This design comes from an exercise in tuning for small area and a short achievable clock period on the open sky130 flow, not from production work.
In this exercise RTL edits were held to simulation tests only and were not proved equivalent to the original.

==> flow/design.v, too long to show whole: its modules and the start of the top module <==
// module sine_q: 526 lines
// module lockin_mul: 320 lines
// module xy_mul: 2170 lines
// module opo_locking: 146 lines
module opo_locking #(
	parameter integer CART_LENGTH = 24,
	parameter integer SINUSOID_LENGTH = 16,
	parameter integer ADC_LENGTH = 14,
	parameter integer COUNTER_LENGTH = 32,
	parameter integer UPPERBOUND_COUNTOUT = 15,
	parameter integer LOWERBOUND_COUNTOUT = 6
)(
input wire [ADC_LENGTH-1:0]adc_dat_a_i,
input wire [ADC_LENGTH-1:0]adc_dat_b_i,
input wire clk,
input wire user_cntr,
input wire rst,
input wire [COUNTER_LENGTH-1:0]inc_in,
input wire sinc_in,
output wire [CART_LENGTH-1:0]x_out,
output wire [CART_LENGTH-1:0]y_out,
output wire [SINUSOID_LENGTH-1:0]cos_out,
output wire [SINUSOID_LENGTH-1:0]sin_out
);
  // ...
==> flow/run.sh <==
#!/bin/bash
# synth_recipe.tcl (not shown) runs the flow's synth.tcl, then flattens the netlist and writes it again
# the make line also repeats each setting of config.mk as NAME=value (left out here)
make -C /OpenROAD-flow-scripts/flow DESIGN_CONFIG=/design/flow/config.mk WORK_HOME=/design/flow/orfs CLKGATE_MAP_FILE= SYNTH_SCRIPT=/design/flow/synth_recipe.tcl finish
==> flow/config.mk <==
export PLATFORM = sky130hd
export DESIGN_NAME = opo_locking
export DESIGN_NICKNAME = opo_locking
export VERILOG_FILES = /design/flow/design.v
export SDC_FILE = /design/flow/constraint.sdc
export NUM_CORES = 8
export LEC_CHECK = 0
export ABC_AREA = 1
export CAP_MARGIN = 20
export CORE_MARGIN = 2
export CORE_UTILIZATION = 40
export SLEW_MARGIN = 20
export SYNTH_MEMORY_MAX_BITS = 65536
==> flow/constraint.sdc <==
create_clock -name core_clock -period 11.0 [get_ports {clk}]
set_input_delay 2.2000 -clock core_clock [delete_from_list [all_inputs] [get_ports {clk}]]
set_output_delay 2.2000 -clock core_clock [all_outputs]
set_load 0.01 [all_outputs]
==> results.sh, run 1 <==
export IMPL_status="timing/DRC/antenna clean"
export IMPL_fp_row_count=157
export IMPL_fp_dieH_um=434.4
export IMPL_r2r_start="b1$_DFF_P_"
export IMPL_place_gp_congestion=1.042
export IMPL_highest_layer="met5"
export IMPL_place_ws_ns=5.401
export IMPL_fmax_ghz=0.1780
export IMPL_grt_pass1_wl_mm=435.8
export IMPL_num_fill_cells=18560
export IMPL_cts_sinks=805
export IMPL_finalNonFillerCells=11820
export IMPL_cts_resized=0
export IMPL_clockBufferDepth=3
export IMPL_setup_worst_path_class="flip-flop to flip-flop"
export IMPL_use_met2_pct=46.46
export IMPL_inverters_excl_clock=1627
export IMPL_regToRegEndpoint="ox[14]$_SDFFE_PN0P_"
export IMPL_r2r_setup_slack_ns=5.38
export IMPL_track_usage_pct=30.74
export IMPL_setup_ws_ns=5.381
export IMPL_drtIter0Drc=8115
export IMPL_synthSimpleGateAreaFrac_pct=13.95
export IMPL_yosys_area_top_type_share_pct=20.45
export IMPL_final_cell_mix="inv_1, nand2_1, xor2_1, dfxtp_1, o22ai_1"
export IMPL_met3_usage_pct=9.299
export IMPL_yosysTopAreaCell="dfxtp_1"
export IMPL_grt_max_degree=99
export IMPL_mostFrequentLayoutCell="inv_1"
export IMPL_netlist_area_mm2=0.07409
==> module opo_locking, before the edit <==
module opo_locking #(
	parameter integer CART_LENGTH = 24,
	parameter integer SINUSOID_LENGTH = 16,
	parameter integer ADC_LENGTH = 14,
	parameter integer COUNTER_LENGTH = 32,
	parameter integer UPPERBOUND_COUNTOUT = 15,
	parameter integer LOWERBOUND_COUNTOUT = 6
)(
input wire [ADC_LENGTH-1:0]adc_dat_a_i,
input wire [ADC_LENGTH-1:0]adc_dat_b_i,
input wire clk,
input wire user_cntr,
input wire rst,
input wire [COUNTER_LENGTH-1:0]inc_in,
input wire sinc_in,
output wire [CART_LENGTH-1:0]x_out,
output wire [CART_LENGTH-1:0]y_out,
output wire [SINUSOID_LENGTH-1:0]cos_out,
output wire [SINUSOID_LENGTH-1:0]sin_out
);
reg g1, g2, g3;
reg state;
always @(posedge clk or negedge rst) begin
	if (!rst) begin
		g1 <= 1'b0;
		state <= 1'b1;
	end else begin
		g1 <= 1'b1;
		state <= ~state;
	end
end
always @(posedge clk) begin
	g2 <= g1;
	g3 <= g2;
end
reg [13:0] adc_a, adc_b;
always @(posedge clk) begin
	adc_a <= {adc_dat_a_i[13], ~adc_dat_a_i[12:0]};
	adc_b <= {adc_dat_b_i[13], ~adc_dat_b_i[12:0]};
end
wire [13:0] sig_d = g1 ? (user_cntr ? adc_a : adc_b) : 14'd0;
reg [13:0] sig_r;
always @(posedge clk) sig_r <= sig_d;
wire [6:0] bd_neg, bd_one, bd_two;
assign bd_neg[0] = sig_r[1];
assign bd_one[0] = sig_r[0] ^ 1'b0;
assign bd_two[0] = (sig_r[1] & ~sig_r[0] & ~1'b0) | (~sig_r[1] & sig_r[0] & 1'b0);
assign bd_neg[1] = sig_r[3];
assign bd_one[1] = sig_r[2] ^ sig_r[1];
assign bd_two[1] = (sig_r[3] & ~sig_r[2] & ~sig_r[1]) | (~sig_r[3] & sig_r[2] & sig_r[1]);
assign bd_neg[2] = sig_r[5];
assign bd_one[2] = sig_r[4] ^ sig_r[3];
assign bd_two[2] = (sig_r[5] & ~sig_r[4] & ~sig_r[3]) | (~sig_r[5] & sig_r[4] & sig_r[3]);
assign bd_neg[3] = sig_r[7];
assign bd_one[3] = sig_r[6] ^ sig_r[5];
assign bd_two[3] = (sig_r[7] & ~sig_r[6] & ~sig_r[5]) | (~sig_r[7] & sig_r[6] & sig_r[5]);
assign bd_neg[4] = sig_r[9];
assign bd_one[4] = sig_r[8] ^ sig_r[7];
assign bd_two[4] = (sig_r[9] & ~sig_r[8] & ~sig_r[7]) | (~sig_r[9] & sig_r[8] & sig_r[7]);
assign bd_neg[5] = sig_r[11];
assign bd_one[5] = sig_r[10] ^ sig_r[9];
assign bd_two[5] = (sig_r[11] & ~sig_r[10] & ~sig_r[9]) | (~sig_r[11] & sig_r[10] & sig_r[9]);
assign bd_neg[6] = sig_r[13];
assign bd_one[6] = sig_r[12] ^ sig_r[11];
assign bd_two[6] = (sig_r[13] & ~sig_r[12] & ~sig_r[11]) | (~sig_r[13] & sig_r[12] & sig_r[11]);
reg [31:0] inc_q;
reg sd;
reg [31:0] c1;
always @(posedge clk) begin
	inc_q <= inc_in;
	sd <= sinc_in;
	if (sd | ~g1)
		c1 <= 32'd0;
	else
		c1 <= c1 + (g3 ? inc_q : 32'd0);
end
wire [9:0] idx = c1[31:22];
wire [14:0] t1, t2;
sine_q sine_q_inst (.a(idx[7:0]), .t1(t1), .t2(t2));
wire [14:0] mag_s = idx[8] ? t2 : t1;
wire [14:0] mag_c = idx[8] ? t1 : t2;
wire neg_s = idx[9];
wire neg_c = idx[9] ^ idx[8];
wire [15:0] sin_n = neg_s ? -{1'b0, mag_s} : {1'b0, mag_s};
wire [15:0] cos_n = neg_c ? -{1'b0, mag_c} : {1'b0, mag_c};
reg [15:0] sin_r, cos_r, sin_d, cos_d;
always @(posedge clk) begin
	sin_r <= sin_n;
	cos_r <= cos_n;
	sin_d <= sin_r;
	cos_d <= cos_r;
end
assign sin_out = sin_r;
assign cos_out = cos_r;
wire [23:0] xa, xb, ya, yb;
wire xc, yc;
lockin_mul mul_x (.bd_neg(bd_neg), .bd_one(bd_one), .bd_two(bd_two), .ref_i(sin_d), .a_hi(xa), .b_hi(xb), .c6(xc));
lockin_mul mul_y (.bd_neg(bd_neg), .bd_one(bd_one), .bd_two(bd_two), .ref_i(cos_d), .a_hi(ya), .b_hi(yb), .c6(yc));
reg [23:0] pxa, pxb, pya, pyb;
reg pxc, pyc;
always @(posedge clk) begin
	pxa <= xa; pxb <= xb; pxc <= xc;
	pya <= ya; pyb <= yb; pyc <= yc;
end
reg b1, b2;
always @(posedge clk) begin
	b1 <= c1[31];
	b2 <= b1;
end
wire cap = b2 & ~b1;           
wire cap_next = b1 & ~c1[31];  
reg [39:0] sum_x, sum_y;
wire [39:0] base_x = (cap | ~g1) ? 40'd0 : sum_x;
wire [39:0] base_y = (cap | ~g1) ? 40'd0 : sum_y;
localparam [39:0] DOFF = 40'hFF_FF80_0000;  
wire [39:0] nsum_x = base_x + {16'd0, pxa} + {16'd0, pxb} + {39'd0, pxc} + DOFF;
wire [39:0] nsum_y = base_y + {16'd0, pya} + {16'd0, pyb} + {39'd0, pyc} + DOFF;
reg [39:0] ox, oy;
always @(posedge clk) begin
	sum_x <= nsum_x;
	sum_y <= nsum_y;
	if (~g1) ox <= 40'd0; else if (cap_next) ox <= nsum_x;
	if (~g1) oy <= 40'd0; else if (cap) oy <= sum_y;
end
wire [39:0] mx = state ? ox : oy;
wire [22:0] p;
xy_mul xy_mul_inst (.clk(clk), .x(mx), .inc(inc_q), .p(p));
reg [22:0] hx, hy;
always @(posedge clk) begin
	if (state) hx <= p; else hy <= p;
end
reg [29:0] fx, fy;
wire [29:0] nfx = fx + {{7{hx[22]}}, hx} - {{6{fx[29]}}, fx[29:6]};
wire [29:0] nfy = fy + {{7{hy[22]}}, hy} - {{6{fy[29]}}, fy[29:6]};
always @(posedge clk) begin
	if (~g1) begin
		fx <= 30'd0;
		fy <= 30'd0;
	end else if (state) begin
		fx <= nfx;
		fy <= nfy;
	end
end
assign x_out = fx[29:6];
assign y_out = fy[29:6];
endmodule
==> run 2: changes to the inputs <==
--- a/flow/design.v
+++ b/flow/design.v
@@ -1,527 +1,67 @@
 module sine_q (
   input wire [7:0] a,
-  output reg [14:0] t1,
-  output reg [14:0] t2
+  output wire [14:0] t1,
+  output wire [14:0] t2
 );
-always @* begin
-  case (a)
-    8'd0: t1 = 15'd0;
-    8'd1: t1 = 15'd201;
-    8'd2: t1 = 15'd402;
-    8'd3: t1 = 15'd603;
-    8'd4: t1 = 15'd804;
-    8'd5: t1 = 15'd1005;
-    8'd6: t1 = 15'd1206;
-    8'd7: t1 = 15'd1407;
-    8'd8: t1 = 15'd1608;
-    8'd9: t1 = 15'd1809;
-    8'd10: t1 = 15'd2009;
-    8'd11: t1 = 15'd2210;
-    8'd12: t1 = 15'd2410;
-    8'd13: t1 = 15'd2611;
-    8'd14: t1 = 15'd2811;
-    8'd15: t1 = 15'd3012;
-    8'd16: t1 = 15'd3212;
-    8'd17: t1 = 15'd3412;
-    8'd18: t1 = 15'd3612;
-    8'd19: t1 = 15'd3811;
-    8'd20: t1 = 15'd4011;
-    8'd21: t1 = 15'd4210;
-    8'd22: t1 = 15'd4410;
-    8'd23: t1 = 15'd4609;
-    8'd24: t1 = 15'd4808;
-    8'd25: t1 = 15'd5007;
-    8'd26: t1 = 15'd5205;
-    8'd27: t1 = 15'd5404;
-    8'd28: t1 = 15'd5602;
-    8'd29: t1 = 15'd5800;
-    8'd30: t1 = 15'd5998;
-    8'd31: t1 = 15'd6195;
-    8'd32: t1 = 15'd6393;
-    8'd33: t1 = 15'd6590;
-    8'd34: t1 = 15'd6786;
-    8'd35: t1 = 15'd6983;
-    8'd36: t1 = 15'd7179;
-    8'd37: t1 = 15'd7375;
-    8'd38: t1 = 15'd7571;
-    8'd39: t1 = 15'd7767;
-    8'd40: t1 = 15'd7962;
-    8'd41: t1 = 15'd8157;
-    8'd42: t1 = 15'd8351;
-    8'd43: t1 = 15'd8545;
-    8'd44: t1 = 15'd8739;
-    8'd45: t1 = 15'd8933;
-    8'd46: t1 = 15'd9126;
-    8'd47: t1 = 15'd9319;
-    8'd48: t1 = 15'd9512;
-    8'd49: t1 = 15'd9704;
-    8'd50: t1 = 15'd9896;
-    8'd51: t1 = 15'd10087;
-    8'd52: t1 = 15'd10278;
-    8'd53: t1 = 15'd10469;
-    8'd54: t1 = 15'd10659;
-    8'd55: t1 = 15'd10849;
-    8'd56: t1 = 15'd11039;
-    8'd57: t1 = 15'd11228;
-    8'd58: t1 = 15'd11417;
-    8'd59: t1 = 15'd11605;
-    8'd60: t1 = 15'd11793;
-    8'd61: t1 = 15'd11980;
-    8'd62: t1 = 15'd12167;
-    8'd63: t1 = 15'd12353;
-    8'd64: t1 = 15'd12539;
-    8'd65: t1 = 15'd12725;
-    8'd66: t1 = 15'd12910;
-    8'd67: t1 = 15'd13094;
-    8'd68: t1 = 15'd13279;
-    8'd69: t1 = 15'd13462;
-    8'd70: t1 = 15'd13645;
-    8'd71: t1 = 15'd13828;
-    8'd72: t1 = 15'd14010;
-    8'd73: t1 = 15'd14191;
-    8'd74: t1 = 15'd14372;
-    8'd75: t1 = 15'd14553;
-    8'd76: t1 = 15'd14732;
-    8'd77: t1 = 15'd14912;
-    8'd78: t1 = 15'd15090;
-    8'd79: t1 = 15'd15269;
-    8'd80: t1 = 15'd15446;
-    8'd81: t1 = 15'd15623;
-    8'd82: t1 = 15'd15800;
-    8'd83: t1 = 15'd15976;
-    8'd84: t1 = 15'd16151;
-    8'd85: t1 = 15'd16325;
-    8'd86: t1 = 15'd16499;
-    8'd87: t1 = 15'd16673;
-    8'd88: t1 = 15'd16846;
-    8'd89: t1 = 15'd17018;
-    8'd90: t1 = 15'd17189;
-    8'd91: t1 = 15'd17360;
-    8'd92: t1 = 15'd17530;
-    8'd93: t1 = 15'd17700;
-    8'd94: t1 = 15'd17869;
-    8'd95: t1 = 15'd18037;
-    8'd96: t1 = 15'd18204;
-    8'd97: t1 = 15'd18371;
-    8'd98: t1 = 15'd18537;
-    8'd99: t1 = 15'd18703;
-    8'd100: t1 = 15'd18868;
-    8'd101: t1 = 15'd19032;
-    8'd102: t1 = 15'd19195;
-    8'd103: t1 = 15'd19357;
-    8'd104: t1 = 15'd19519;
-    8'd105: t1 = 15'd19680;
-    8'd106: t1 = 15'd19841;
-    8'd107: t1 = 15'd20000;
-    8'd108: t1 = 15'd20159;
-    8'd109: t1 = 15'd20317;
-    8'd110: t1 = 15'd20475;
-    8'd111: t1 = 15'd20631;
-    8'd112: t1 = 15'd20787;
-    8'd113: t1 = 15'd20942;
-    8'd114: t1 = 15'd21096;
-    8'd115: t1 = 15'd21250;
-    8'd116: t1 = 15'd21403;
-    8'd117: t1 = 15'd21554;
-    8'd118: t1 = 15'd21705;
-    8'd119: t1 = 15'd21856;
-    8'd120: t1 = 15'd22005;
-    8'd121: t1 = 15'd22154;
-    8'd122: t1 = 15'd22301;
-    8'd123: t1 = 15'd22448;
-    8'd124: t1 = 15'd22594;
-    8'd125: t1 = 15'd22739;
-    8'd126: t1 = 15'd22884;
-    8'd127: t1 = 15'd23027;
-    8'd128: t1 = 15'd23170;
-    8'd129: t1 = 15'd23311;
-    8'd130: t1 = 15'd23452;
-    8'd131: t1 = 15'd23592;
-    8'd132: t1 = 15'd23731;
-    8'd133: t1 = 15'd23870;
-    8'd134: t1 = 15'd24007;
-    8'd135: t1 = 15'd24143;
-    8'd136: t1 = 15'd24279;
-    8'd137: t1 = 15'd24413;
-    8'd138: t1 = 15'd24547;
-    8'd139: t1 = 15'd24680;
-    8'd140: t1 = 15'd24811;
-    8'd141: t1 = 15'd24942;
-    8'd142: t1 = 15'd25072;
-    8'd143: t1 = 15'd25201;
-    8'd144: t1 = 15'd25329;
-    8'd145: t1 = 15'd25456;
-    8'd146: t1 = 15'd25582;
-    8'd147: t1 = 15'd25708;
-    8'd148: t1 = 15'd25832;
-    8'd149: t1 = 15'd25955;
-    8'd150: t1 = 15'd26077;
-    8'd151: t1 = 15'd26198;
-    8'd152: t1 = 15'd26319;
-    8'd153: t1 = 15'd26438;
-    8'd154: t1 = 15'd26556;
-    8'd155: t1 = 15'd26674;
-    8'd156: t1 = 15'd26790;
-    8'd157: t1 = 15'd26905;
-    8'd158: t1 = 15'd27019;
-    8'd159: t1 = 15'd27133;
-    8'd160: t1 = 15'd27245;
-    8'd161: t1 = 15'd27356;
-    8'd162: t1 = 15'd27466;
-    8'd163: t1 = 15'd27575;
-    8'd164: t1 = 15'd27683;
-    8'd165: t1 = 15'd27790;
-    8'd166: t1 = 15'd27896;
-    8'd167: t1 = 15'd28001;
-    8'd168: t1 = 15'd28105;
-    8'd169: t1 = 15'd28208;
-    8'd170: t1 = 15'd28310;
-    8'd171: t1 = 15'd28411;
-    8'd172: t1 = 15'd28510;
-    8'd173: t1 = 15'd28609;
-    8'd174: t1 = 15'd28706;
-    8'd175: t1 = 15'd28803;
-    8'd176: t1 = 15'd28898;
-    8'd177: t1 = 15'd28992;
-    8'd178: t1 = 15'd29085;
-    8'd179: t1 = 15'd29177;
-    8'd180: t1 = 15'd29268;
-    8'd181: t1 = 15'd29358;
-    8'd182: t1 = 15'd29447;
-    8'd183: t1 = 15'd29534;
-    8'd184: t1 = 15'd29621;
-    8'd185: t1 = 15'd29706;
-    8'd186: t1 = 15'd29791;
-    8'd187: t1 = 15'd29874;
-    8'd188: t1 = 15'd29956;
-    8'd189: t1 = 15'd30037;
-    8'd190: t1 = 15'd30117;
-    8'd191: t1 = 15'd30195;
-    8'd192: t1 = 15'd30273;
-    8'd193: t1 = 15'd30349;
-    8'd194: t1 = 15'd30424;
-    8'd195: t1 = 15'd30498;
-    8'd196: t1 = 15'd30571;
-    8'd197: t1 = 15'd30643;
-    8'd198: t1 = 15'd30714;
-    8'd199: t1 = 15'd30783;
-    8'd200: t1 = 15'd30852;
-    8'd201: t1 = 15'd30919;
-    8'd202: t1 = 15'd30985;
-    8'd203: t1 = 15'd31050;
-    8'd204: t1 = 15'd31113;
-    8'd205: t1 = 15'd31176;
-    8'd206: t1 = 15'd31237;
-    8'd207: t1 = 15'd31297;
-    8'd208: t1 = 15'd31356;
-    8'd209: t1 = 15'd31414;
-    8'd210: t1 = 15'd31470;
-    8'd211: t1 = 15'd31526;
-    8'd212: t1 = 15'd31580;
-    8'd213: t1 = 15'd31633;
-    8'd214: t1 = 15'd31685;
-    8'd215: t1 = 15'd31736;
-    8'd216: t1 = 15'd31785;
-    8'd217: t1 = 15'd31833;
-    8'd218: t1 = 15'd31880;
-    8'd219: t1 = 15'd31926;
-    8'd220: t1 = 15'd31971;
-    8'd221: t1 = 15'd32014;
-    8'd222: t1 = 15'd32057;
-    8'd223: t1 = 15'd32098;
-    8'd224: t1 = 15'd32137;
-    8'd225: t1 = 15'd32176;
-    8'd226: t1 = 15'd32213;
-    8'd227: t1 = 15'd32250;
-    8'd228: t1 = 15'd32285;
-    8'd229: t1 = 15'd32318;
-    8'd230: t1 = 15'd32351;
-    8'd231: t1 = 15'd32382;
-    8'd232: t1 = 15'd32412;
-    8'd233: t1 = 15'd32441;
-    8'd234: t1 = 15'd32469;
-    8'd235: t1 = 15'd32495;
-    8'd236: t1 = 15'd32521;
-    8'd237: t1 = 15'd32545;
-    8'd238: t1 = 15'd32567;
-    8'd239: t1 = 15'd32589;
-    8'd240: t1 = 15'd32609;
-    8'd241: t1 = 15'd32628;
-    8'd242: t1 = 15'd32646;
-    8'd243: t1 = 15'd32663;
-    8'd244: t1 = 15'd32678;
-    8'd245: t1 = 15'd32692;
-    8'd246: t1 = 15'd32705;
-    8'd247: t1 = 15'd32717;
-    8'd248: t1 = 15'd32728;
-    8'd249: t1 = 15'd32737;
-    8'd250: t1 = 15'd32745;
-    8'd251: t1 = 15'd32752;
-    8'd252: t1 = 15'd32757;
-    8'd253: t1 = 15'd32761;
-    8'd254: t1 = 15'd32765;
-    8'd255: t1 = 15'd32766;
-    default: t1 = 15'd0;
-  endcase
-  case (a)
-    8'd0: t2 = 15'd32767;
-    8'd1: t2 = 15'd32766;
-    8'd2: t2 = 15'd32765;
-    8'd3: t2 = 15'd32761;
-    8'd4: t2 = 15'd32757;
-    8'd5: t2 = 15'd32752;
-    8'd6: t2 = 15'd32745;
-    8'd7: t2 = 15'd32737;
-    8'd8: t2 = 15'd32728;
-    8'd9: t2 = 15'd32717;
-    8'd10: t2 = 15'd32705;
-    8'd11: t2 = 15'd32692;
-    8'd12: t2 = 15'd32678;
-    8'd13: t2 = 15'd32663;
-    8'd14: t2 = 15'd32646;
-    8'd15: t2 = 15'd32628;
-    8'd16: t2 = 15'd32609;
-    8'd17: t2 = 15'd32589;
-    8'd18: t2 = 15'd32567;
-    8'd19: t2 = 15'd32545;
-    8'd20: t2 = 15'd32521;
-    8'd21: t2 = 15'd32495;
-    8'd22: t2 = 15'd32469;
-    8'd23: t2 = 15'd32441;
-    8'd24: t2 = 15'd32412;
-    8'd25: t2 = 15'd32382;
-    8'd26: t2 = 15'd32351;
-    8'd27: t2 = 15'd32318;
-    8'd28: t2 = 15'd32285;
-    8'd29: t2 = 15'd32250;
-    8'd30: t2 = 15'd32213;
-    8'd31: t2 = 15'd32176;
-    8'd32: t2 = 15'd32137;
-    8'd33: t2 = 15'd32098;
-    8'd34: t2 = 15'd32057;
-    8'd35: t2 = 15'd32014;
-    8'd36: t2 = 15'd31971;
-    8'd37: t2 = 15'd31926;
-    8'd38: t2 = 15'd31880;
-    8'd39: t2 = 15'd31833;
-    8'd40: t2 = 15'd31785;
-    8'd41: t2 = 15'd31736;
-    8'd42: t2 = 15'd31685;
-    8'd43: t2 = 15'd31633;
-    8'd44: t2 = 15'd31580;
-    8'd45: t2 = 15'd31526;
-    8'd46: t2 = 15'd31470;
-    8'd47: t2 = 15'd31414;
-    8'd48: t2 = 15'd31356;
-    8'd49: t2 = 15'd31297;
-    8'd50: t2 = 15'd31237;
-    8'd51: t2 = 15'd31176;
-    8'd52: t2 = 15'd31113;
-    8'd53: t2 = 15'd31050;
-    8'd54: t2 = 15'd30985;
-    8'd55: t2 = 15'd30919;
-    8'd56: t2 = 15'd30852;
-    8'd57: t2 = 15'd30783;
-    8'd58: t2 = 15'd30714;
-    8'd59: t2 = 15'd30643;
-    8'd60: t2 = 15'd30571;
-    8'd61: t2 = 15'd30498;
-    8'd62: t2 = 15'd30424;
-    8'd63: t2 = 15'd30349;
-    8'd64: t2 = 15'd30273;
-    8'd65: t2 = 15'd30195;
-    8'd66: t2 = 15'd30117;
-    8'd67: t2 = 15'd30037;
-    8'd68: t2 = 15'd29956;
-    8'd69: t2 = 15'd29874;
-    8'd70: t2 = 15'd29791;
-    8'd71: t2 = 15'd29706;
-    8'd72: t2 = 15'd29621;
-    8'd73: t2 = 15'd29534;
-    8'd74: t2 = 15'd29447;
-    8'd75: t2 = 15'd29358;
-    8'd76: t2 = 15'd29268;
-    8'd77: t2 = 15'd29177;
-    8'd78: t2 = 15'd29085;
-    8'd79: t2 = 15'd28992;
-    8'd80: t2 = 15'd28898;
-    8'd81: t2 = 15'd28803;
-    8'd82: t2 = 15'd28706;
-    8'd83: t2 = 15'd28609;
-    8'd84: t2 = 15'd28510;
-    8'd85: t2 = 15'd28411;
-    8'd86: t2 = 15'd28310;
-    8'd87: t2 = 15'd28208;
-    8'd88: t2 = 15'd28105;
-    8'd89: t2 = 15'd28001;
-    8'd90: t2 = 15'd27896;
-    8'd91: t2 = 15'd27790;
-    8'd92: t2 = 15'd27683;
-    8'd93: t2 = 15'd27575;
-    8'd94: t2 = 15'd27466;
-    8'd95: t2 = 15'd27356;
-    8'd96: t2 = 15'd27245;
-    8'd97: t2 = 15'd27133;
-    8'd98: t2 = 15'd27019;
-    8'd99: t2 = 15'd26905;
-    8'd100: t2 = 15'd26790;
-    8'd101: t2 = 15'd26674;
-    8'd102: t2 = 15'd26556;
-    8'd103: t2 = 15'd26438;
-    8'd104: t2 = 15'd26319;
-    8'd105: t2 = 15'd26198;
-    8'd106: t2 = 15'd26077;
-    8'd107: t2 = 15'd25955;
-    8'd108: t2 = 15'd25832;
-    8'd109: t2 = 15'd25708;
-    8'd110: t2 = 15'd25582;
-    8'd111: t2 = 15'd25456;
-    8'd112: t2 = 15'd25329;
-    8'd113: t2 = 15'd25201;
-    8'd114: t2 = 15'd25072;
-    8'd115: t2 = 15'd24942;
-    8'd116: t2 = 15'd24811;
-    8'd117: t2 = 15'd24680;
-    8'd118: t2 = 15'd24547;
-    8'd119: t2 = 15'd24413;
-    8'd120: t2 = 15'd24279;
-    8'd121: t2 = 15'd24143;
-    8'd122: t2 = 15'd24007;
-    8'd123: t2 = 15'd23870;
-    8'd124: t2 = 15'd23731;
-    8'd125: t2 = 15'd23592;
-    8'd126: t2 = 15'd23452;
-    8'd127: t2 = 15'd23311;
-    8'd128: t2 = 15'd23170;
-    8'd129: t2 = 15'd23027;
-    8'd130: t2 = 15'd22884;
-    8'd131: t2 = 15'd22739;
-    8'd132: t2 = 15'd22594;
-    8'd133: t2 = 15'd22448;
-    8'd134: t2 = 15'd22301;
-    8'd135: t2 = 15'd22154;
-    8'd136: t2 = 15'd22005;
-    8'd137: t2 = 15'd21856;
-    8'd138: t2 = 15'd21705;
-    8'd139: t2 = 15'd21554;
-    8'd140: t2 = 15'd21403;
-    8'd141: t2 = 15'd21250;
-    8'd142: t2 = 15'd21096;
-    8'd143: t2 = 15'd20942;
-    8'd144: t2 = 15'd20787;
-    8'd145: t2 = 15'd20631;
-    8'd146: t2 = 15'd20475;
-    8'd147: t2 = 15'd20317;
-    8'd148: t2 = 15'd20159;
-    8'd149: t2 = 15'd20000;
-    8'd150: t2 = 15'd19841;
-    8'd151: t2 = 15'd19680;
-    8'd152: t2 = 15'd19519;
-    8'd153: t2 = 15'd19357;
-    8'd154: t2 = 15'd19195;
-    8'd155: t2 = 15'd19032;
-    8'd156: t2 = 15'd18868;
-    8'd157: t2 = 15'd18703;
-    8'd158: t2 = 15'd18537;
-    8'd159: t2 = 15'd18371;
-    8'd160: t2 = 15'd18204;
-    8'd161: t2 = 15'd18037;
-    8'd162: t2 = 15'd17869;
-    8'd163: t2 = 15'd17700;
-    8'd164: t2 = 15'd17530;
-    8'd165: t2 = 15'd17360;
-    8'd166: t2 = 15'd17189;
-    8'd167: t2 = 15'd17018;
-    8'd168: t2 = 15'd16846;
-    8'd169: t2 = 15'd16673;
-    8'd170: t2 = 15'd16499;
-    8'd171: t2 = 15'd16325;
-    8'd172: t2 = 15'd16151;
-    8'd173: t2 = 15'd15976;
-    8'd174: t2 = 15'd15800;
-    8'd175: t2 = 15'd15623;
-    8'd176: t2 = 15'd15446;
-    8'd177: t2 = 15'd15269;
-    8'd178: t2 = 15'd15090;
-    8'd179: t2 = 15'd14912;
-    8'd180: t2 = 15'd14732;
-    8'd181: t2 = 15'd14553;
-    8'd182: t2 = 15'd14372;
-    8'd183: t2 = 15'd14191;
-    8'd184: t2 = 15'd14010;
-    8'd185: t2 = 15'd13828;
-    8'd186: t2 = 15'd13645;
-    8'd187: t2 = 15'd13462;
-    8'd188: t2 = 15'd13279;
-    8'd189: t2 = 15'd13094;
-    8'd190: t2 = 15'd12910;
-    8'd191: t2 = 15'd12725;
-    8'd192: t2 = 15'd12539;
-    8'd193: t2 = 15'd12353;
-    8'd194: t2 = 15'd12167;
-    8'd195: t2 = 15'd11980;
-    8'd196: t2 = 15'd11793;
-    8'd197: t2 = 15'd11605;
-    8'd198: t2 = 15'd11417;
-    8'd199: t2 = 15'd11228;
-    8'd200: t2 = 15'd11039;
-    8'd201: t2 = 15'd10849;
-    8'd202: t2 = 15'd10659;
-    8'd203: t2 = 15'd10469;
-    8'd204: t2 = 15'd10278;
-    8'd205: t2 = 15'd10087;
-    8'd206: t2 = 15'd9896;
-    8'd207: t2 = 15'd9704;
-    8'd208: t2 = 15'd9512;
-    8'd209: t2 = 15'd9319;
-    8'd210: t2 = 15'd9126;
-    8'd211: t2 = 15'd8933;
-    8'd212: t2 = 15'd8739;
-    8'd213: t2 = 15'd8545;
-    8'd214: t2 = 15'd8351;
-    8'd215: t2 = 15'd8157;
-    8'd216: t2 = 15'd7962;
-    8'd217: t2 = 15'd7767;
-    8'd218: t2 = 15'd7571;
-    8'd219: t2 = 15'd7375;
-    8'd220: t2 = 15'd7179;
-    8'd221: t2 = 15'd6983;
-    8'd222: t2 = 15'd6786;
-    8'd223: t2 = 15'd6590;
-    8'd224: t2 = 15'd6393;
-    8'd225: t2 = 15'd6195;
-    8'd226: t2 = 15'd5998;
-    8'd227: t2 = 15'd5800;
-    8'd228: t2 = 15'd5602;
-    8'd229: t2 = 15'd5404;
-    8'd230: t2 = 15'd5205;
-    8'd231: t2 = 15'd5007;
-    8'd232: t2 = 15'd4808;
-    8'd233: t2 = 15'd4609;
-    8'd234: t2 = 15'd4410;
-    8'd235: t2 = 15'd4210;
-    8'd236: t2 = 15'd4011;
-    8'd237: t2 = 15'd3811;
-    8'd238: t2 = 15'd3612;
-    8'd239: t2 = 15'd3412;
-    8'd240: t2 = 15'd3212;
-    8'd241: t2 = 15'd3012;
-    8'd242: t2 = 15'd2811;
-    8'd243: t2 = 15'd2611;
-    8'd244: t2 = 15'd2410;
-    8'd245: t2 = 15'd2210;
-    8'd246: t2 = 15'd2009;
-    8'd247: t2 = 15'd1809;
-    8'd248: t2 = 15'd1608;
-    8'd249: t2 = 15'd1407;
-    8'd250: t2 = 15'd1206;
-    8'd251: t2 = 15'd1005;
-    8'd252: t2 = 15'd804;
-    8'd253: t2 = 15'd603;
-    8'd254: t2 = 15'd402;
-    8'd255: t2 = 15'd201;
-    default: t2 = 15'd0;
-  endcase
-end
+  wire [255:0] t1_b0 = 256'h76c9fe555360d6b3e54ca999e16197d2a551f5cec4f28a53dde8bef9869866aa;
+  assign t1[0] = t1_b0[a];
+  wire [255:0] t1_b1 = 256'h801c48e8b80e0af88ee1dc3c5ba435f3b23bd14a1353433d4158d5fed27878cc;
+  assign t1[1] = t1_b1[a];
+  wire [255:0] t1_b2 = 256'hd0becdf4285f438275f4142b97cc23e64502b199e53396fe6b38e6aa4e0780f0;
+  assign t1[2] = t1_b2[a];
+  wire [255:0] t1_b3 = 256'he5809bf967953cd606ac1967e55c3aae065671ed530c1b55270707336b5555aa;
+  assign t1[3] = t1_b3[a];
+  wire [255:0] t1_b4 = 256'hf92a47fe4ab300e4ad9c1e4aacc3c334ad31f1f19a5549331f0007c38c6666cc;
+  assign t1[4] = t1_b4[a];
+  wire [255:0] t1_b5 = 256'hfe336aaad98f00f8c9294ad99c3ffc38c9a55b54b6ccc70f00fff803f07878f0;
+  assign t1[5] = t1_b5[a];
+  wire [255:0] t1_b6 = 256'hffc38ccc92d5aa55a49b39c783ffffc0f1c66266db696a55aaaaaaa9552ad5aa;
+  assign t1[6] = t1_b6[a];
+  wire [255:0] t1_b7 = 256'hfffc0f0f1ce63366c92dad6ad5555555ab52d6d24924d933666666673319cc66;
+  assign t1[7] = t1_b7[a];
+  wire [255:0] t1_b8 = 256'hfffff00fe0f83c78f1ce318ce6666666cd9b649b6db6925a4b4b4b4a5a5296b4;
+  assign t1[8] = t1_b8[a];
+  wire [255:0] t1_b9 = 256'hfffffff000ffc07f01f03e0f078787870e1c78e38e38e39c738c738c639ce738;
+  assign t1[9] = t1_b9[a];
+  wire [255:0] t1_b10 = 256'hffffffffff00007ffe003ff007f807f80fe07f03f03f03e07c0f83f07c1f07c0;
+  assign t1[10] = t1_b10[a];
+  wire [255:0] t1_b11 = 256'hffffffffffffff8000003ffff80007fff0007ffc003ffc007ff003ff801ff800;
+  assign t1[11] = t1_b11[a];
+  wire [255:0] t1_b12 = 256'hffffffffffffffffffffc000000007ffffff8000003fffff800003ffffe00000;
+  assign t1[12] = t1_b12[a];
+  wire [255:0] t1_b13 = 256'hfffffffffffffffffffffffffffff80000000000003ffffffffffc0000000000;
+  assign t1[13] = t1_b13[a];
+  wire [255:0] t1_b14 = 256'hffffffffffffffffffffffffffffffffffffffffffc000000000000000000000;
+  assign t1[14] = t1_b14[a];
+  wire [255:0] t2_b0 = 256'haacc32c33efa2f7794a29e46e75f154a97d30d0f332a654f9ad60d9554ff26dd;
+  assign t2[0] = t2_b0[a];
+  wire [255:0] t2_b1 = 256'h663c3c96ff56350579859590a517b89b9f584bb478770ee23ea0e03a2e247003;
+  assign t2[1] = t2_b1[a];
+  wire [255:0] t2_b2 = 256'h1e03c0e4aace39acfed3994f331a8144cf8867d3a8505f5c8385f4285f66fa17;
+  assign t2[2] = t2_b2[a];
+  wire [255:0] t2_b3 = 256'hab5555ad99c1c1c955b061956f1cd4c0eab8754fcd306ac0d67953cd3fb2034f;
+  assign t2[3] = t2_b3[a];
+  wire [255:0] t2_b4 = 256'h66cccc6387c001f1992554b31f1f196a5987866aa4f0736a4e019aa4ffc4a93f;
+  assign t2[4] = t2_b4[a];
+  wire [255:0] t2_b5 = 256'h1e3c3c1f803ffe01e1c666da55b54b26387ff87336a529263e01e336aaad98ff;
+  assign t2[5] = t2_b5[a];
+  wire [255:0] t2_b6 = 256'hab56a9552aaaaaab54ad2db6cc8cc71e07ffff83c739b24b54ab5692666387ff;
+  assign t2[6] = t2_b6[a];
+  wire [255:0] t2_b7 = 256'hcc673199cccccccd9936492496d695ab55555556ad6b6926cd98ce71e1e07fff;
+  assign t2[7] = t2_b7[a];
+  wire [255:0] t2_b8 = 256'h5ad294b4a5a5a5a4b492db6db24db366ccccccce6318e71e3c783e0fe01fffff;
+  assign t2[8] = t2_b8[a];
+  wire [255:0] t2_b9 = 256'h39ce738c639c639c738e38e38e3c70e1c3c3c3c1e0f81f01fc07fe001fffffff;
+  assign t2[9] = t2_b9[a];
+  wire [255:0] t2_b10 = 256'h07c1f07c1f83e07c0f81f81f81fc0fe03fc03fc01ff800fffc0001ffffffffff;
+  assign t2[10] = t2_b10[a];
+  wire [255:0] t2_b11 = 256'h003ff003ff801ffc007ff8007ffc001fffc0003ffff8000003ffffffffffffff;
+  assign t2[11] = t2_b11[a];
+  wire [255:0] t2_b12 = 256'h00000fffff800003fffff8000003ffffffc000000007ffffffffffffffffffff;
+  assign t2[12] = t2_b12[a];
+  wire [255:0] t2_b13 = 256'h00000000007ffffffffff80000000000003fffffffffffffffffffffffffffff;
+  assign t2[13] = t2_b13[a];
+  wire [255:0] t2_b14 = 256'h0000000000000000000007ffffffffffffffffffffffffffffffffffffffffff;
+  assign t2[14] = t2_b14[a];
 endmodule
 module lockin_mul (
@@ -3035,4 +2575,5 @@
 output wire [SINUSOID_LENGTH-1:0]sin_out
 );
+genvar gi;
 reg g1, g2, g3;
 reg state;
@@ -3056,28 +2597,32 @@
 end
 wire [13:0] sig_d = g1 ? (user_cntr ? adc_a : adc_b) : 14'd0;
-reg [13:0] sig_r;
-always @(posedge clk) sig_r <= sig_d;
-wire [6:0] bd_neg, bd_one, bd_two;
-assign bd_neg[0] = sig_r[1];
-assign bd_one[0] = sig_r[0] ^ 1'b0;
-assign bd_two[0] = (sig_r[1] & ~sig_r[0] & ~1'b0) | (~sig_r[1] & sig_r[0] & 1'b0);
-assign bd_neg[1] = sig_r[3];
-assign bd_one[1] = sig_r[2] ^ sig_r[1];
-assign bd_two[1] = (sig_r[3] & ~sig_r[2] & ~sig_r[1]) | (~sig_r[3] & sig_r[2] & sig_r[1]);
-assign bd_neg[2] = sig_r[5];
-assign bd_one[2] = sig_r[4] ^ sig_r[3];
-assign bd_two[2] = (sig_r[5] & ~sig_r[4] & ~sig_r[3]) | (~sig_r[5] & sig_r[4] & sig_r[3]);
-assign bd_neg[3] = sig_r[7];
-assign bd_one[3] = sig_r[6] ^ sig_r[5];
-assign bd_two[3] = (sig_r[7] & ~sig_r[6] & ~sig_r[5]) | (~sig_r[7] & sig_r[6] & sig_r[5]);
-assign bd_neg[4] = sig_r[9];
-assign bd_one[4] = sig_r[8] ^ sig_r[7];
-assign bd_two[4] = (sig_r[9] & ~sig_r[8] & ~sig_r[7]) | (~sig_r[9] & sig_r[8] & sig_r[7]);
-assign bd_neg[5] = sig_r[11];
-assign bd_one[5] = sig_r[10] ^ sig_r[9];
-assign bd_two[5] = (sig_r[11] & ~sig_r[10] & ~sig_r[9]) | (~sig_r[11] & sig_r[10] & sig_r[9]);
-assign bd_neg[6] = sig_r[13];
-assign bd_one[6] = sig_r[12] ^ sig_r[11];
-assign bd_two[6] = (sig_r[13] & ~sig_r[12] & ~sig_r[11]) | (~sig_r[13] & sig_r[12] & sig_r[11]);
+wire [6:0] be_neg, be_one, be_two;
+assign be_neg[0] = sig_d[1];
+assign be_one[0] = sig_d[0] ^ 1'b0;
+assign be_two[0] = (sig_d[1] & ~sig_d[0] & ~1'b0) | (~sig_d[1] & sig_d[0] & 1'b0);
+assign be_neg[1] = sig_d[3];
+assign be_one[1] = sig_d[2] ^ sig_d[1];
+assign be_two[1] = (sig_d[3] & ~sig_d[2] & ~sig_d[1]) | (~sig_d[3] & sig_d[2] & sig_d[1]);
+assign be_neg[2] = sig_d[5];
+assign be_one[2] = sig_d[4] ^ sig_d[3];
+assign be_two[2] = (sig_d[5] & ~sig_d[4] & ~sig_d[3]) | (~sig_d[5] & sig_d[4] & sig_d[3]);
+assign be_neg[3] = sig_d[7];
+assign be_one[3] = sig_d[6] ^ sig_d[5];
+assign be_two[3] = (sig_d[7] & ~sig_d[6] & ~sig_d[5]) | (~sig_d[7] & sig_d[6] & sig_d[5]);
+assign be_neg[4] = sig_d[9];
+assign be_one[4] = sig_d[8] ^ sig_d[7];
+assign be_two[4] = (sig_d[9] & ~sig_d[8] & ~sig_d[7]) | (~sig_d[9] & sig_d[8] & sig_d[7]);
+assign be_neg[5] = sig_d[11];
+assign be_one[5] = sig_d[10] ^ sig_d[9];
+assign be_two[5] = (sig_d[11] & ~sig_d[10] & ~sig_d[9]) | (~sig_d[11] & sig_d[10] & sig_d[9]);
+assign be_neg[6] = sig_d[13];
+assign be_one[6] = sig_d[12] ^ sig_d[11];
+assign be_two[6] = (sig_d[13] & ~sig_d[12] & ~sig_d[11]) | (~sig_d[13] & sig_d[12] & sig_d[11]);
+reg [6:0] bd_neg, bd_one, bd_two;
+always @(posedge clk) begin
+	bd_neg <= be_neg;
+	bd_one <= be_one;
+	bd_two <= be_two;
+end
 reg [31:0] inc_q;
 reg sd;
@@ -3127,9 +2672,248 @@
 wire cap_next = b1 & ~c1[31];  
 reg [39:0] sum_x, sum_y;
-wire [39:0] base_x = (cap | ~g1) ? 40'd0 : sum_x;
-wire [39:0] base_y = (cap | ~g1) ? 40'd0 : sum_y;
+reg clr;
+always @(posedge clk or negedge rst) begin
+	if (!rst) clr <= 1'b1;
+	else clr <= cap_next;
+end
+wire [23:0] dsx = pxa + pxb + {23'd0, pxc};
+wire [23:0] dsy = pya + pyb + {23'd0, pyc};
+wire [39:0] dx = {{17{~dsx[23]}}, dsx[22:0]};
+wire [39:0] dy = {{17{~dsy[23]}}, dsy[22:0]};
 localparam [39:0] DOFF = 40'hFF_FF80_0000;  
-wire [39:0] nsum_x = base_x + {16'd0, pxa} + {16'd0, pxb} + {39'd0, pxc} + DOFF;
-wire [39:0] nsum_y = base_y + {16'd0, pya} + {16'd0, pyb} + {39'd0, pyc} + DOFF;
+wire ax_s1 = sum_x[0] ^ pxa[0];
+wire ax_c2 = sum_x[0] & pxa[0];
+wire ax_s3 = sum_x[1] ^ pxa[1];
+wire ax_c4 = sum_x[1] & pxa[1];
+wire ax_s5 = sum_x[2] ^ pxa[2];
+wire ax_c6 = sum_x[2] & pxa[2];
+wire ax_s7 = sum_x[3] ^ pxa[3];
+wire ax_c8 = sum_x[3] & pxa[3];
+wire ax_s9 = sum_x[4] ^ pxa[4];
+wire ax_c10 = sum_x[4] & pxa[4];
+wire ax_s11 = sum_x[5] ^ pxa[5];
+wire ax_c12 = sum_x[5] & pxa[5];
+wire ax_s13 = sum_x[6] ^ pxa[6];
+wire ax_c14 = sum_x[6] & pxa[6];
+wire ax_s15 = sum_x[7] ^ pxa[7];
+wire ax_c16 = sum_x[7] & pxa[7];
+wire ax_s17 = sum_x[8] ^ pxa[8];
+wire ax_c18 = sum_x[8] & pxa[8];
+wire ax_s19 = sum_x[9] ^ pxa[9];
+wire ax_c20 = sum_x[9] & pxa[9];
+wire ax_s21 = sum_x[10] ^ pxa[10];
+wire ax_c22 = sum_x[10] & pxa[10];
+wire ax_s23 = sum_x[11] ^ pxa[11];
+wire ax_c24 = sum_x[11] & pxa[11];
+wire ax_s25 = sum_x[12] ^ pxa[12];
+wire ax_c26 = sum_x[12] & pxa[12];
+wire ax_s27 = sum_x[13] ^ pxa[13];
+wire ax_c28 = sum_x[13] & pxa[13];
+wire ax_s29 = sum_x[14] ^ pxa[14];
+wire ax_c30 = sum_x[14] & pxa[14];
+wire ax_s31 = sum_x[15] ^ pxa[15];
+wire ax_c32 = sum_x[15] & pxa[15];
+wire ax_s33 = sum_x[16] ^ pxa[16];
+wire ax_c34 = sum_x[16] & pxa[16];
+wire ax_s35 = sum_x[17] ^ pxa[17];
+wire ax_c36 = sum_x[17] & pxa[17];
+wire ax_s37 = sum_x[18] ^ pxa[18];
+wire ax_c38 = sum_x[18] & pxa[18];
+wire ax_s39 = sum_x[19] ^ pxa[19];
+wire ax_c40 = sum_x[19] & pxa[19];
+wire ax_s41 = sum_x[20] ^ pxa[20];
+wire ax_c42 = sum_x[20] & pxa[20];
+wire ax_s43 = sum_x[21] ^ pxa[21];
+wire ax_c44 = sum_x[21] & pxa[21];
+wire ax_s45 = sum_x[22] ^ pxa[22];
+wire ax_c46 = sum_x[22] & pxa[22];
+wire ax_s47 = ~(sum_x[23] ^ pxa[23]);
+wire ax_c48 = sum_x[23] | pxa[23];
+wire ax_s49 = pxb[0] ^ pxc;
+wire ax_c50 = pxb[0] & pxc;
+wire ax_s51 = pxb[1] ^ ax_c2 ^ ax_s3;
+wire ax_c52 = (pxb[1] & ax_c2) | (pxb[1] & ax_s3) | (ax_c2 & ax_s3);
+wire ax_s53 = pxb[2] ^ ax_c4 ^ ax_s5;
+wire ax_c54 = (pxb[2] & ax_c4) | (pxb[2] & ax_s5) | (ax_c4 & ax_s5);
+wire ax_s55 = pxb[3] ^ ax_c6 ^ ax_s7;
+wire ax_c56 = (pxb[3] & ax_c6) | (pxb[3] & ax_s7) | (ax_c6 & ax_s7);
+wire ax_s57 = pxb[4] ^ ax_c8 ^ ax_s9;
+wire ax_c58 = (pxb[4] & ax_c8) | (pxb[4] & ax_s9) | (ax_c8 & ax_s9);
+wire ax_s59 = pxb[5] ^ ax_c10 ^ ax_s11;
+wire ax_c60 = (pxb[5] & ax_c10) | (pxb[5] & ax_s11) | (ax_c10 & ax_s11);
+wire ax_s61 = pxb[6] ^ ax_c12 ^ ax_s13;
+wire ax_c62 = (pxb[6] & ax_c12) | (pxb[6] & ax_s13) | (ax_c12 & ax_s13);
+wire ax_s63 = pxb[7] ^ ax_c14 ^ ax_s15;
+wire ax_c64 = (pxb[7] & ax_c14) | (pxb[7] & ax_s15) | (ax_c14 & ax_s15);
+wire ax_s65 = pxb[8] ^ ax_c16 ^ ax_s17;
+wire ax_c66 = (pxb[8] & ax_c16) | (pxb[8] & ax_s17) | (ax_c16 & ax_s17);
+wire ax_s67 = pxb[9] ^ ax_c18 ^ ax_s19;
+wire ax_c68 = (pxb[9] & ax_c18) | (pxb[9] & ax_s19) | (ax_c18 & ax_s19);
+wire ax_s69 = pxb[10] ^ ax_c20 ^ ax_s21;
+wire ax_c70 = (pxb[10] & ax_c20) | (pxb[10] & ax_s21) | (ax_c20 & ax_s21);
+wire ax_s71 = pxb[11] ^ ax_c22 ^ ax_s23;
+wire ax_c72 = (pxb[11] & ax_c22) | (pxb[11] & ax_s23) | (ax_c22 & ax_s23);
+wire ax_s73 = pxb[12] ^ ax_c24 ^ ax_s25;
+wire ax_c74 = (pxb[12] & ax_c24) | (pxb[12] & ax_s25) | (ax_c24 & ax_s25);
+wire ax_s75 = pxb[13] ^ ax_c26 ^ ax_s27;
+wire ax_c76 = (pxb[13] & ax_c26) | (pxb[13] & ax_s27) | (ax_c26 & ax_s27);
+wire ax_s77 = pxb[14] ^ ax_c28 ^ ax_s29;
+wire ax_c78 = (pxb[14] & ax_c28) | (pxb[14] & ax_s29) | (ax_c28 & ax_s29);
+wire ax_s79 = pxb[15] ^ ax_c30 ^ ax_s31;
+wire ax_c80 = (pxb[15] & ax_c30) | (pxb[15] & ax_s31) | (ax_c30 & ax_s31);
+wire ax_s81 = pxb[16] ^ ax_c32 ^ ax_s33;
+wire ax_c82 = (pxb[16] & ax_c32) | (pxb[16] & ax_s33) | (ax_c32 & ax_s33);
+wire ax_s83 = pxb[17] ^ ax_c34 ^ ax_s35;
+wire ax_c84 = (pxb[17] & ax_c34) | (pxb[17] & ax_s35) | (ax_c34 & ax_s35);
+wire ax_s85 = pxb[18] ^ ax_c36 ^ ax_s37;
+wire ax_c86 = (pxb[18] & ax_c36) | (pxb[18] & ax_s37) | (ax_c36 & ax_s37);
+wire ax_s87 = pxb[19] ^ ax_c38 ^ ax_s39;
+wire ax_c88 = (pxb[19] & ax_c38) | (pxb[19] & ax_s39) | (ax_c38 & ax_s39);
+wire ax_s89 = pxb[20] ^ ax_c40 ^ ax_s41;
+wire ax_c90 = (pxb[20] & ax_c40) | (pxb[20] & ax_s41) | (ax_c40 & ax_s41);
+wire ax_s91 = pxb[21] ^ ax_c42 ^ ax_s43;
+wire ax_c92 = (pxb[21] & ax_c42) | (pxb[21] & ax_s43) | (ax_c42 & ax_s43);
+wire ax_s93 = pxb[22] ^ ax_c44 ^ ax_s45;
+wire ax_c94 = (pxb[22] & ax_c44) | (pxb[22] & ax_s45) | (ax_c44 & ax_s45);
+wire ax_s95 = pxb[23] ^ ax_c46 ^ ax_s47;
+wire ax_c96 = (pxb[23] & ax_c46) | (pxb[23] & ax_s47) | (ax_c46 & ax_s47);
+wire ax_s97 = ~(sum_x[24] ^ ax_c48);
+wire ax_c98 = sum_x[24] | ax_c48;
+wire ax_s99 = ~sum_x[25];
+wire ax_s100 = ~sum_x[26];
+wire ax_s101 = ~sum_x[27];
+wire ax_s102 = ~sum_x[28];
+wire ax_s103 = ~sum_x[29];
+wire ax_s104 = ~sum_x[30];
+wire ax_s105 = ~sum_x[31];
+wire ax_s106 = ~sum_x[32];
+wire ax_s107 = ~sum_x[33];
+wire ax_s108 = ~sum_x[34];
+wire ax_s109 = ~sum_x[35];
+wire ax_s110 = ~sum_x[36];
+wire ax_s111 = ~sum_x[37];
+wire ax_s112 = ~sum_x[38];
+wire ax_s113 = ~sum_x[39];
+wire [39:0] ax_ra = {sum_x[38], sum_x[37], sum_x[36], sum_x[35], sum_x[34], sum_x[33], sum_x[32], sum_x[31], sum_x[30], sum_x[29], sum_x[28], sum_x[27], sum_x[26], sum_x[25], ax_c98, ax_c96, ax_c94, ax_c92, ax_c90, ax_c88, ax_c86, ax_c84, ax_c82, ax_c80, ax_c78, ax_c76, ax_c74, ax_c72, ax_c70, ax_c68, ax_c66, ax_c64, ax_c62, ax_c60, ax_c58, ax_c56, ax_c54, ax_c52, ax_c50, ax_s49};
+wire [39:0] ax_rb = {ax_s113, ax_s112, ax_s111, ax_s110, ax_s109, ax_s108, ax_s107, ax_s106, ax_s105, ax_s104, ax_s103, ax_s102, ax_s101, ax_s100, ax_s99, ax_s97, ax_s95, ax_s93, ax_s91, ax_s89, ax_s87, ax_s85, ax_s83, ax_s81, ax_s79, ax_s77, ax_s75, ax_s73, ax_s71, ax_s69, ax_s67, ax_s65, ax_s63, ax_s61, ax_s59, ax_s57, ax_s55, ax_s53, ax_s51, ax_s1};
+wire [39:0] asum_x = ax_ra + ax_rb;
+wire ay_s1 = sum_y[0] ^ pya[0];
+wire ay_c2 = sum_y[0] & pya[0];
+wire ay_s3 = sum_y[1] ^ pya[1];
+wire ay_c4 = sum_y[1] & pya[1];
+wire ay_s5 = sum_y[2] ^ pya[2];
+wire ay_c6 = sum_y[2] & pya[2];
+wire ay_s7 = sum_y[3] ^ pya[3];
+wire ay_c8 = sum_y[3] & pya[3];
+wire ay_s9 = sum_y[4] ^ pya[4];
+wire ay_c10 = sum_y[4] & pya[4];
+wire ay_s11 = sum_y[5] ^ pya[5];
+wire ay_c12 = sum_y[5] & pya[5];
+wire ay_s13 = sum_y[6] ^ pya[6];
+wire ay_c14 = sum_y[6] & pya[6];
+wire ay_s15 = sum_y[7] ^ pya[7];
+wire ay_c16 = sum_y[7] & pya[7];
+wire ay_s17 = sum_y[8] ^ pya[8];
+wire ay_c18 = sum_y[8] & pya[8];
+wire ay_s19 = sum_y[9] ^ pya[9];
+wire ay_c20 = sum_y[9] & pya[9];
+wire ay_s21 = sum_y[10] ^ pya[10];
+wire ay_c22 = sum_y[10] & pya[10];
+wire ay_s23 = sum_y[11] ^ pya[11];
+wire ay_c24 = sum_y[11] & pya[11];
+wire ay_s25 = sum_y[12] ^ pya[12];
+wire ay_c26 = sum_y[12] & pya[12];
+wire ay_s27 = sum_y[13] ^ pya[13];
+wire ay_c28 = sum_y[13] & pya[13];
+wire ay_s29 = sum_y[14] ^ pya[14];
+wire ay_c30 = sum_y[14] & pya[14];
+wire ay_s31 = sum_y[15] ^ pya[15];
+wire ay_c32 = sum_y[15] & pya[15];
+wire ay_s33 = sum_y[16] ^ pya[16];
+wire ay_c34 = sum_y[16] & pya[16];
+wire ay_s35 = sum_y[17] ^ pya[17];
+wire ay_c36 = sum_y[17] & pya[17];
+wire ay_s37 = sum_y[18] ^ pya[18];
+wire ay_c38 = sum_y[18] & pya[18];
+wire ay_s39 = sum_y[19] ^ pya[19];
+wire ay_c40 = sum_y[19] & pya[19];
+wire ay_s41 = sum_y[20] ^ pya[20];
+wire ay_c42 = sum_y[20] & pya[20];
+wire ay_s43 = sum_y[21] ^ pya[21];
+wire ay_c44 = sum_y[21] & pya[21];
+wire ay_s45 = sum_y[22] ^ pya[22];
+wire ay_c46 = sum_y[22] & pya[22];
+wire ay_s47 = ~(sum_y[23] ^ pya[23]);
+wire ay_c48 = sum_y[23] | pya[23];
+wire ay_s49 = pyb[0] ^ pyc;
+wire ay_c50 = pyb[0] & pyc;
+wire ay_s51 = pyb[1] ^ ay_c2 ^ ay_s3;
+wire ay_c52 = (pyb[1] & ay_c2) | (pyb[1] & ay_s3) | (ay_c2 & ay_s3);
+wire ay_s53 = pyb[2] ^ ay_c4 ^ ay_s5;
+wire ay_c54 = (pyb[2] & ay_c4) | (pyb[2] & ay_s5) | (ay_c4 & ay_s5);
+wire ay_s55 = pyb[3] ^ ay_c6 ^ ay_s7;
+wire ay_c56 = (pyb[3] & ay_c6) | (pyb[3] & ay_s7) | (ay_c6 & ay_s7);
+wire ay_s57 = pyb[4] ^ ay_c8 ^ ay_s9;
+wire ay_c58 = (pyb[4] & ay_c8) | (pyb[4] & ay_s9) | (ay_c8 & ay_s9);
+wire ay_s59 = pyb[5] ^ ay_c10 ^ ay_s11;
+wire ay_c60 = (pyb[5] & ay_c10) | (pyb[5] & ay_s11) | (ay_c10 & ay_s11);
+wire ay_s61 = pyb[6] ^ ay_c12 ^ ay_s13;
+wire ay_c62 = (pyb[6] & ay_c12) | (pyb[6] & ay_s13) | (ay_c12 & ay_s13);
+wire ay_s63 = pyb[7] ^ ay_c14 ^ ay_s15;
+wire ay_c64 = (pyb[7] & ay_c14) | (pyb[7] & ay_s15) | (ay_c14 & ay_s15);
+wire ay_s65 = pyb[8] ^ ay_c16 ^ ay_s17;
+wire ay_c66 = (pyb[8] & ay_c16) | (pyb[8] & ay_s17) | (ay_c16 & ay_s17);
+wire ay_s67 = pyb[9] ^ ay_c18 ^ ay_s19;
+wire ay_c68 = (pyb[9] & ay_c18) | (pyb[9] & ay_s19) | (ay_c18 & ay_s19);
+wire ay_s69 = pyb[10] ^ ay_c20 ^ ay_s21;
+wire ay_c70 = (pyb[10] & ay_c20) | (pyb[10] & ay_s21) | (ay_c20 & ay_s21);
+wire ay_s71 = pyb[11] ^ ay_c22 ^ ay_s23;
+wire ay_c72 = (pyb[11] & ay_c22) | (pyb[11] & ay_s23) | (ay_c22 & ay_s23);
+wire ay_s73 = pyb[12] ^ ay_c24 ^ ay_s25;
+wire ay_c74 = (pyb[12] & ay_c24) | (pyb[12] & ay_s25) | (ay_c24 & ay_s25);
+wire ay_s75 = pyb[13] ^ ay_c26 ^ ay_s27;
+wire ay_c76 = (pyb[13] & ay_c26) | (pyb[13] & ay_s27) | (ay_c26 & ay_s27);
+wire ay_s77 = pyb[14] ^ ay_c28 ^ ay_s29;
+wire ay_c78 = (pyb[14] & ay_c28) | (pyb[14] & ay_s29) | (ay_c28 & ay_s29);
+wire ay_s79 = pyb[15] ^ ay_c30 ^ ay_s31;
+wire ay_c80 = (pyb[15] & ay_c30) | (pyb[15] & ay_s31) | (ay_c30 & ay_s31);
+wire ay_s81 = pyb[16] ^ ay_c32 ^ ay_s33;
+wire ay_c82 = (pyb[16] & ay_c32) | (pyb[16] & ay_s33) | (ay_c32 & ay_s33);
+wire ay_s83 = pyb[17] ^ ay_c34 ^ ay_s35;
+wire ay_c84 = (pyb[17] & ay_c34) | (pyb[17] & ay_s35) | (ay_c34 & ay_s35);
+wire ay_s85 = pyb[18] ^ ay_c36 ^ ay_s37;
+wire ay_c86 = (pyb[18] & ay_c36) | (pyb[18] & ay_s37) | (ay_c36 & ay_s37);
+wire ay_s87 = pyb[19] ^ ay_c38 ^ ay_s39;
+wire ay_c88 = (pyb[19] & ay_c38) | (pyb[19] & ay_s39) | (ay_c38 & ay_s39);
+wire ay_s89 = pyb[20] ^ ay_c40 ^ ay_s41;
+wire ay_c90 = (pyb[20] & ay_c40) | (pyb[20] & ay_s41) | (ay_c40 & ay_s41);
+wire ay_s91 = pyb[21] ^ ay_c42 ^ ay_s43;
+wire ay_c92 = (pyb[21] & ay_c42) | (pyb[21] & ay_s43) | (ay_c42 & ay_s43);
+wire ay_s93 = pyb[22] ^ ay_c44 ^ ay_s45;
+wire ay_c94 = (pyb[22] & ay_c44) | (pyb[22] & ay_s45) | (ay_c44 & ay_s45);
+wire ay_s95 = pyb[23] ^ ay_c46 ^ ay_s47;
+wire ay_c96 = (pyb[23] & ay_c46) | (pyb[23] & ay_s47) | (ay_c46 & ay_s47);
+wire ay_s97 = ~(sum_y[24] ^ ay_c48);
+wire ay_c98 = sum_y[24] | ay_c48;
+wire ay_s99 = ~sum_y[25];
+wire ay_s100 = ~sum_y[26];
+wire ay_s101 = ~sum_y[27];
+wire ay_s102 = ~sum_y[28];
+wire ay_s103 = ~sum_y[29];
+wire ay_s104 = ~sum_y[30];
+wire ay_s105 = ~sum_y[31];
+wire ay_s106 = ~sum_y[32];
+wire ay_s107 = ~sum_y[33];
+wire ay_s108 = ~sum_y[34];
+wire ay_s109 = ~sum_y[35];
+wire ay_s110 = ~sum_y[36];
+wire ay_s111 = ~sum_y[37];
+wire ay_s112 = ~sum_y[38];
+wire ay_s113 = ~sum_y[39];
+wire [39:0] ay_ra = {sum_y[38], sum_y[37], sum_y[36], sum_y[35], sum_y[34], sum_y[33], sum_y[32], sum_y[31], sum_y[30], sum_y[29], sum_y[28], sum_y[27], sum_y[26], sum_y[25], ay_c98, ay_c96, ay_c94, ay_c92, ay_c90, ay_c88, ay_c86, ay_c84, ay_c82, ay_c80, ay_c78, ay_c76, ay_c74, ay_c72, ay_c70, ay_c68, ay_c66, ay_c64, ay_c62, ay_c60, ay_c58, ay_c56, ay_c54, ay_c52, ay_c50, ay_s49};
+wire [39:0] ay_rb = {ay_s113, ay_s112, ay_s111, ay_s110, ay_s109, ay_s108, ay_s107, ay_s106, ay_s105, ay_s104, ay_s103, ay_s102, ay_s101, ay_s100, ay_s99, ay_s97, ay_s95, ay_s93, ay_s91, ay_s89, ay_s87, ay_s85, ay_s83, ay_s81, ay_s79, ay_s77, ay_s75, ay_s73, ay_s71, ay_s69, ay_s67, ay_s65, ay_s63, ay_s61, ay_s59, ay_s57, ay_s55, ay_s53, ay_s51, ay_s1};
+wire [39:0] asum_y = ay_ra + ay_rb;
+wire [39:0] nsum_x = clr ? dx : asum_x;
+wire [39:0] nsum_y = clr ? dy : asum_y;
 reg [39:0] ox, oy;
 always @(posedge clk) begin
@@ -3139,5 +2923,13 @@
 	if (~g1) oy <= 40'd0; else if (cap) oy <= sum_y;
 end
-wire [39:0] mx = state ? ox : oy;
+reg [7:0] stn;  
+always @(posedge clk or negedge rst) begin
+	if (!rst) stn <= 8'd0;
+	else stn <= ~stn;
+end
+wire [39:0] mx;
+generate for (gi = 0; gi < 40; gi = gi + 1) begin : g_mx
+	assign mx[gi] = stn[gi / 5] ? oy[gi] : ox[gi];
+end endgenerate
 wire [22:0] p;
 xy_mul xy_mul_inst (.clk(clk), .x(mx), .inc(inc_q), .p(p));
==> flow/flow/run.sh (new file) <==
#!/bin/bash
# Standard layout, used to inspect the work folder.
set -e
ls -la > ls.log 2>&1
cat standard.sh > standard_copy.log
bash standard.sh > standard.log 2>&1
==> flow/standard.sh (new file) <==
#!/bin/bash
# synth_recipe.tcl (not shown) runs the flow's synth.tcl, then flattens the netlist and writes it again
# the make line also repeats each setting of config.mk as NAME=value (left out here)
make -C /OpenROAD-flow-scripts/flow DESIGN_CONFIG=/design/flow/config.mk WORK_HOME=/design/flow/orfs CLKGATE_MAP_FILE= SYNTH_SCRIPT=/design/flow/synth_recipe.tcl "${@:-finish}"
removed: flow/run.sh
==> run 2 against run 1 <==
Net effect:
- die area rose by 6.7%
- synthesized cell count rose by 11%
- worst setup slack improved by 0.022 ns
- non-clock buffer count fell by 3
- wire length rose by 4.1%
- critical path depth fell by 7
==> results.sh, run 2 <==
export IMPL_endpoint_kind="flip-flop"
export IMPL_avgRoutedWirePerCell_um=23.53
export IMPL_async_reset_ff_share_pct=1.391
export IMPL_post_dp_cell_area_mm2=0.08277
export IMPL_grt_pass1_wl_mm=457.1
export IMPL_utilization_pct=43.93
export IMPL_num_fill_cells=20030
export IMPL_cts_hold_buf=0
export IMPL_clockBufferDepth=3
export IMPL_status="timing/DRC/antenna clean"
export IMPL_cp_arrival_ns=6.23
export IMPL_antenna_found_initial=8
export IMPL_cpPeakStageDelay_ns=1.00
export IMPL_track_usage_pct=29.49
export IMPL_fp_row_count=163
export IMPL_final_cell_mix="inv_1, nand2_1, xor2_1, o22ai_1, fa_1"
export IMPL_ant_nets=0
export IMPL_path_common_cell="fa_1"
export IMPL_yosysTopAreaCell="dfxtp_1"
export IMPL_path_buf_inv=5
export IMPL_seqCellArea_mm2=0.01637
export IMPL_h_tree_depth=3
export IMPL_clk_pin_slew_ns=0.08
export IMPL_place_gp_congestion=1.003
export IMPL_grt_max_degree=96
export IMPL_fin_tns_setup_ns=0
export IMPL_dieWidth_um=448.8
export IMPL_rsz0062_at_grt="false"
export IMPL_io_pins=144
export IMPL_setup_violations=0
export IMPL_hold_slack_ns=0.3353
export IMPL_fin_area_mm2=0.08655
export IMPL_drt_pass1_iterations=6
export IMPL_root_buffer="clkbuf_16"
export IMPL_routed_wirelength_mm=305.9
export IMPL_yosysSeqAreaShare_pct=20.66
export IMPL_synth_most_common_cell="inv_1"
export IMPL_syn_num_nets=11730
export IMPL_via_count=73360
export IMPL_ys_warnings_count=2
export IMPL_finalNonFillerCells=13000
export IMPL_max_slew_margin_pct=16.70
export IMPL_cts_tree="done"
export IMPL_worstPathCellList="buf_4 > clkinv_1 > nor2_1 > o21ai_2 > buf_4 > o22ai_1 > xor2_1 > fa_1 > inv_1 > fa_1 > inv_1 > fa_1 > fa_1"
export IMPL_critPathSlowestCell="clkinv_1"
export IMPL_nets=11520
export IMPL_drc_errors=0
export IMPL_fmax_ghz=0.1787
export IMPL_mostFrequentLayoutCell="inv_1"
export IMPL_area_growth_pct=9.366
export IMPL_cts_resized=0
export IMPL_yosys_area_top_type_share_pct=18.57
export IMPL_fp_dieH_um=448.8
export IMPL_setup_worst_path_class="flip-flop to flip-flop"
export IMPL_critPathLaunchType="flip-flop"
export IMPL_drtIter0Drc=8001
export IMPL_avgSynthCellArea_um2=7.547
export IMPL_maxSlewViolCount=0
export IMPL_finalCriticalPeriod_ns=5.597
export IMPL_cts_sinks=791
export IMPL_insertion_delay_ns=0.79
export IMPL_coreArea_mm2=0.1970
export IMPL_netlist_area_mm2=0.07914
## run 2: cells by family after synthesis
logic type      count (synthesis)  synth area share (%)
fa+ha+maj                    1179                 25.54
buf+inv                      2642                 13.03
other cells                     1              0.004739
flops                         791                 20.66
simple gates                 2736                 14.24
xor+xnor                      947                 10.48
compound gates               2150                 15.53
mux                            40                0.5091
## run 2: through the flow
| step | setup slack (ns) |
|---|---|
| 6_report | 5.403 |
| 5_1_grt | 5.346 |
| 4_1_cts | 5.556 |
| 3_5_place_dp | 5.637 |
| 3_3_place_gp | 5.705 |
| 2_1_floorplan | 7.030 |
## run 2: final timing paths
path                                  startpoint                         end  slack [ns]  cells after the start
worst min register to register        g2$_DFF_P_                  g3$_DFF_P_        0.34                      0
worst max-delay path            inc_q[9]$_DFF_P_  xy_mul_inst.b_q997$_DFF_P_        5.40                     13
worst min-delay path                  g2$_DFF_P_                  g3$_DFF_P_        0.34                      0
worst max register to register  inc_q[9]$_DFF_P_  xy_mul_inst.b_q997$_DFF_P_        5.40                     13
min in group asynchronous                    rst            stn[0]$_DFF_PN0_        1.95                      1
max in group asynchronous                    rst                g1$_DFF_PN0_        8.43                      1
## run 2: routing by layer
metal	wire length (um)	share of wire (%)	GRT usage [%]
met5	3	0.00098	0
met4	18200	6.0	14.96
met3	31650	10	6.824
met2	132800	43	45.79
met1	123200	40	38.32
## run 2: final cells by class
cell class / count / area share, %
tap: 2640 / 3.817
timing repair buffer: 292 / 2.984
inverter: 2034 / 8.826
sequential: 791 / 18.92
clock buffer: 130 / 3.199
clock inverter: 59 / 1.120
multi-input combinational: 7053 / 61.13
antenna: 2 / 0.005783

port drivers added, routing unchanged:
The results above use ideal ports. As a check the final layouts listed here were re-extracted and re-timed, cells and wires unchanged. Step 1: set_driving_cell puts a clkbuf_16 on clk and a buf_2 on each other input, an assumption about the parent block. Step 2 times the ports against the registers' clock, not the clock port: input delays grow and output delays shrink by t, the midpoint of the rising clock arrivals with the driver on. Three values: ideal, step 1, step 2; two values: the first two.
| run | shift t [ns] | setup slack, ns | worst setup path at the end |
|---|---|---|---|
| run 1 | 0.808 | 5.381 / 5.381 / 5.381 | register to register |
| run 2 | 0.843 | 5.403 / 5.403 / 5.403 | register to register |
After both steps setup and hold are still met in every run listed.
